This design comes from an exercise in tuning for small area, a short achievable clock period and few clock cycles on the open sky130 flow, not from production work.
The RTL was checked by simulation tests, not by an equivalence proof against the original design.

== the previous run ==
==> flow/design.v <==
module huffman(clk, reset, gray_valid, CNT_valid,  gray_data, CNT1, CNT2, CNT3, CNT4, CNT5, CNT6,
    code_valid, HC1, HC2, HC3, HC4, HC5, HC6, M1, M2, M3, M4, M5, M6);
input clk;
input reset;
input gray_valid;
input [7:0] gray_data;
output reg CNT_valid;
output [7:0] CNT1, CNT2, CNT3, CNT4, CNT5, CNT6;
output reg code_valid;
output [7:0] HC1, HC2, HC3, HC4, HC5, HC6;
output [7:0] M1, M2, M3, M4, M5, M6;
reg [6:0] W1, W2, W3, W4, W5;
reg [6:0] V;
reg [6:0] amount;    
reg [5:1] ptr [0:5];
reg [4:0] hc [0:5];
reg [4:0] m [0:5];
assign CNT1 = {1'b0, W5};
assign CNT2 = {1'b0, V};
assign CNT3 = {1'b0, W1};
assign CNT4 = {1'b0, W2};
assign CNT5 = {1'b0, W3};
assign CNT6 = {1'b0, W4};
assign HC1 = {3'b0, hc[0]};
assign HC2 = {3'b0, hc[1]};
assign HC3 = {3'b0, hc[2]};
assign HC4 = {3'b0, hc[3]};
assign HC5 = {3'b0, hc[4]};
assign HC6 = {3'b0, hc[5]};
assign M1 = {3'b0, m[0][4:1], 1'b1};
assign M2 = {3'b0, m[1][4:1], 1'b1};
assign M3 = {3'b0, m[2][4:1], 1'b1};
assign M4 = {3'b0, m[3][4:1], 1'b1};
assign M5 = {3'b0, m[4][4:1], 1'b1};
assign M6 = {3'b0, m[5][4:1], 1'b1};
reg counting, sorting, merging;
reg [4:1] U;
reg ph;              
reg [5:1] Tr;
wire last_sort = sorting & !U[1];
wire last_merge = merging & !U[1];
wire cmp_cycle = (sorting | merging) & !ph;
wire ins_cycle = (sorting | merging) & ph;
wire drop = merging & cmp_cycle;
function lt7;
    input [6:0] a, b;
    reg [6:0] l, g;
    begin
        l = ~a & b;
        g = a & ~b;
        lt7 = l[6] | ~g[6] & (l[5] | ~g[5] & (l[4] | ~g[4] & (l[3] | ~g[3] &
              (l[2] | ~g[2] & (l[1] | ~g[1] & l[0])))));
    end
endfunction
wire lt1 = lt7(W1, V);
wire lt2 = lt7(W2, V);
wire lt3 = lt7(W3, V);
wire lt4 = lt7(W4, V);
wire lt5 = lt7(W5, V);
wire [5:1] Tc;
assign Tc[1] = merging ? lt2 : (lt1 | U[1]);
assign Tc[2] = merging ? lt3 : (lt2 | U[2]);
assign Tc[3] = merging ? lt4 : (lt3 | U[3]);
assign Tc[4] = merging ? lt5 : (lt4 | U[4]);
assign Tc[5] = !merging & lt5;
wire [6:1] T = {1'b0, Tr};
wire [6:0] D = 7'd127;    
function [6:0] pick;
    input up, here;
    input [6:0] w1, w0, v;
    pick = here ? v : up ? w1 : w0;
endfunction
wire [2:0] sym = gray_data[2:0];
wire take = counting & gray_valid;
reg selw2, selv;
wire [6:0] vnext = W1 + (({7{selw2}} & W2) | ({7{selv}} & V));
always @(posedge clk) begin
    if (reset) begin
        amount <= 7'd0;
        counting <= 1'b1;
        sorting <= 1'b0;
        merging <= 1'b0;
        U <= 4'b1111;
        ph <= 1'b0;
        CNT_valid <= 1'b0;
        code_valid <= 1'b0;
        V <= 7'd0;
        W1 <= 7'd0; W2 <= 7'd0; W3 <= 7'd0; W4 <= 7'd0; W5 <= 7'd0;
    end else begin
        CNT_valid <= take && amount == 7'd99;
        code_valid <= last_merge;
        if (take) amount <= amount + 7'd1;
        if (take && amount == 7'd99) begin
            counting <= 1'b0;
            sorting <= 1'b1;
        end
        if (ins_cycle & last_sort) begin
            sorting <= 1'b0;
            merging <= 1'b1;
        end
        if (last_merge) merging <= 1'b0;
        ph <= cmp_cycle & !last_merge;
        if (ins_cycle) U <= last_sort ? 4'b1111 : {1'b0, U[4:2]};
        if (take) begin
            if (sym == 3'd1) W5 <= W5 + 7'd1;
            if (sym == 3'd2) V  <= V  + 7'd1;
            if (sym == 3'd3) W1 <= W1 + 7'd1;
            if (sym == 3'd4) W2 <= W2 + 7'd1;
            if (sym == 3'd5) W3 <= W3 + 7'd1;
            if (sym == 3'd6) W4 <= W4 + 7'd1;
        end
        if (drop) begin
            W1 <= W2; W2 <= W3; W3 <= W4; W4 <= W5; W5 <= D;
        end
        if (ins_cycle) begin
            W1 <= pick(T[2], T[1] & !T[2], W2, W1, V);
            W2 <= pick(T[3], T[2] & !T[3], W3, W2, V);
            W3 <= pick(T[4], T[3] & !T[4], W4, W3, V);
            W4 <= pick(T[5], T[4] & !T[5], W5, W4, V);
            W5 <= pick(1'b0, T[5],         D,  W5, V);
            V <= vnext;
        end
    end
end
wire sum_next = merging | last_sort;
always @(posedge clk) begin
    Tr <= Tc;
    selw2 <= sum_next & Tc[2];
    selv <= sum_next & !Tc[2];
end
integer s;
always @(posedge clk) begin
    if (counting) begin
        ptr[0] <= 5'b11111;
        ptr[1] <= 5'b00000;
        ptr[2] <= 5'b00001;
        ptr[3] <= 5'b00011;
        ptr[4] <= 5'b00111;
        ptr[5] <= 5'b01111;
    end else if (drop) begin
        for (s = 0; s < 6; s = s + 1)
            ptr[s] <= {1'b0, ptr[s][5:2]};
    end else if (ins_cycle) begin
        for (s = 0; s < 6; s = s + 1)
            ptr[s] <= !ptr[s][1] ? T[5:1] : ptr[s] & ({1'b0, ptr[s][5:2]} | ~T[5:1]);
    end
end
always @(posedge clk) begin
    if (counting) begin
        for (s = 0; s < 6; s = s + 1) begin
            hc[s] <= 5'd0;
            m[s] <= 5'd0;
        end
    end else if (drop) begin
        for (s = 0; s < 6; s = s + 1) begin
            if (!ptr[s][2]) begin
                m[s] <= {m[s][3:0], 1'b1};
                hc[s] <= hc[s] | (({m[s][3:0], 1'b1} & ~m[s]) & {5{!ptr[s][1]}});
            end
        end
    end
end
endmodule
==> flow/config.mk <==
export PLATFORM = sky130hd
export DESIGN_NAME = huffman
export DESIGN_NICKNAME = huffman
export VERILOG_FILES = /design/flow/design.v
export SDC_FILE = /design/flow/constraint.sdc
export NUM_CORES = 4
export LEC_CHECK = 0
export CAP_MARGIN = 20
export CORE_MARGIN = 2
export CORE_UTILIZATION = 70
export CTS_BUF_LIST = sky130_fd_sc_hd__clkbuf_8
export PLACE_DENSITY = 0.8
export SETUP_SLACK_MARGIN = 2.4
export SLEW_MARGIN = 20
==> flow/constraint.sdc <==
create_clock -name core_clock -period 4.5 [get_ports {clk}]
set_input_delay 0.9000 -clock core_clock [delete_from_list [all_inputs] [get_ports {clk}]]
set_output_delay 0.9000 -clock core_clock [all_outputs]
set_load 0.01 [all_outputs]
standard.sh (not shown) runs the stock make flow with config.mk's settings and CLKGATE_MAP_FILE= SYNTH_SCRIPT=/design/flow/synth_recipe.tcl, a recipe that flattens the netlist after the stock synthesis.
==> flow/flow/run.sh <==
#!/bin/bash
# Standard layout, but with the smallest buffer on the ports.
set -euo pipefail
sed 's|"\${@:-finish}"|BUFFER_PORTS_ARGS="-buffer_cell sky130_fd_sc_hd__buf_1" "${@:-finish}"|' standard.sh > my_standard.sh
bash my_standard.sh > flow.log 2>&1
Testbench counts of the previous run, summed over its fixed seeds: cycles 38,400.
> inputs changed (the previous run -> the current run)
-- flow/design.v --
<<< the previous run, line 13
reg [6:0] V;
reg [6:0] amount;    
reg [5:1] ptr [0:5];
reg [4:0] hc [0:5];
reg [4:0] m [0:5];
>>> the current run, line 13
reg [6:0] V;
reg [6:0] amount;    
reg [2:0] ptr [0:5];
reg [4:0] hc [0:5];
reg [4:0] m [0:5];
<<< the previous run, line 65
assign Tc[5] = !merging & lt5;
wire [6:1] T = {1'b0, Tr};
wire [6:0] D = 7'd127;    
function [6:0] pick;
>>> the current run, line 65
assign Tc[5] = !merging & lt5;
wire [6:1] T = {1'b0, Tr};
wire [2:0] p = {T[4], T[2] & !T[4], (T[1] & !T[2]) | (T[3] & !T[4]) | T[5]};
wire [6:0] D = 7'd127;    
function [6:0] pick;
<<< the previous run, line 129
    selv <= sum_next & !Tc[2];
end
integer s;
always @(posedge clk) begin
    if (counting) begin
        ptr[0] <= 5'b11111;
        ptr[1] <= 5'b00000;
        ptr[2] <= 5'b00001;
        ptr[3] <= 5'b00011;
        ptr[4] <= 5'b00111;
        ptr[5] <= 5'b01111;
    end else if (drop) begin
        for (s = 0; s < 6; s = s + 1)
            ptr[s] <= {1'b0, ptr[s][5:2]};
    end else if (ins_cycle) begin
        for (s = 0; s < 6; s = s + 1)
            ptr[s] <= !ptr[s][1] ? T[5:1] : ptr[s] & ({1'b0, ptr[s][5:2]} | ~T[5:1]);
    end
end
>>> the current run, line 130
    selv <= sum_next & !Tc[2];
end
wire [2:0] dst0 = p;
wire [2:0] dst1 = T[1] ? 3'd0 : 3'd1;
wire [2:0] dst2 = T[2] ? 3'd1 : 3'd2;
wire [2:0] dst3 = T[3] ? 3'd2 : 3'd3;
wire [2:0] dst4 = T[4] ? 3'd3 : 3'd4;
wire [2:0] dst5 = T[5] ? 3'd4 : 3'd5;
function [2:0] dst;
    input [2:0] j;
    input [2:0] d0, d1, d2, d3, d4, d5;
    case (j)
        3'd0: dst = d0;
        3'd1: dst = d1;
        3'd2: dst = d2;
        3'd3: dst = d3;
        3'd4: dst = d4;
        default: dst = d5;
    endcase
endfunction
integer s;
always @(posedge clk) begin
    if (counting) begin
        ptr[0] <= 3'd5;
        ptr[1] <= 3'd0;
        ptr[2] <= 3'd1;
        ptr[3] <= 3'd2;
        ptr[4] <= 3'd3;
        ptr[5] <= 3'd4;
    end else if (drop) begin
        for (s = 0; s < 6; s = s + 1)
            if (ptr[s] != 3'd0) ptr[s] <= ptr[s] - 3'd1;
    end else if (ins_cycle) begin
        for (s = 0; s < 6; s = s + 1)
            ptr[s] <= dst(ptr[s], dst0, dst1, dst2, dst3, dst4, dst5);
    end
end
<<< the previous run, line 154
    end else if (drop) begin
        for (s = 0; s < 6; s = s + 1) begin
            if (!ptr[s][2]) begin
                m[s] <= {m[s][3:0], 1'b1};
                hc[s] <= hc[s] | (({m[s][3:0], 1'b1} & ~m[s]) & {5{!ptr[s][1]}});
            end
        end
>>> the current run, line 173
    end else if (drop) begin
        for (s = 0; s < 6; s = s + 1) begin
            if (ptr[s] <= 3'd1) begin
                m[s] <= {m[s][3:0], 1'b1};
                hc[s] <= hc[s] | (({m[s][3:0], 1'b1} & ~m[s]) & {5{ptr[s] == 3'd0}});
            end
        end
## What came out
Higher final estimated routing congestion in global placement was reported by the previous run, not the current run.
Going from the previous run to the current run, netlist area before placement rose about 4%; total wirelength of the detailed-routed design shows a reduction of about 2%; instance area after placement went up by 380 um^2; maximum number of pins on one net before global-route repair now smaller.
Status: gate count of the mapped netlist parity (the current run, the previous run)
Relative to the previous run, pre-CTS setup slack has increased by 0.044 ns in the current run.
Per the comparison of the current run with the previous run, utilization after layout +0.19 points, sequential share of layout area shows a reduction of 4.1 points, growth of design area from synthesis to finish rose 0.94 points.
Overall track demand over capacity in global routing, the previous run and the current run: smaller value in the current run
Testbench counts of the current run, summed over its fixed seeds: cycles 38,400.

-- static timing again, ports no longer ideal --
The results above use ideal ports. As a check the final layouts listed here were re-extracted and re-timed, cells and wires unchanged. Step 1: set_driving_cell puts a clkbuf_16 on clk and a buf_2 on each other input, an assumption about the parent block. Step 2 moves the port delays by t, midway between the first and last clock arrival at a register: inputs arrive t later, outputs are due t later. That takes back most of the time a late clock gives input paths. Three values: no drivers, after step 1, after step 2; two values: the first two.
run | t, ns | slack for setup (ns) | worst data-port slew with drivers (ns)
the previous run | 0.486 | 2.414 / 2.380 / 2.032 | 0.03
the current run | 0.497 | 2.397 / 2.390 / 2.034 | 0.04
After both steps every run listed still meets setup and hold. The setup slack of the previous run, which loses most, moves by -0.034 ns with the drivers and by -0.382 ns with both steps.
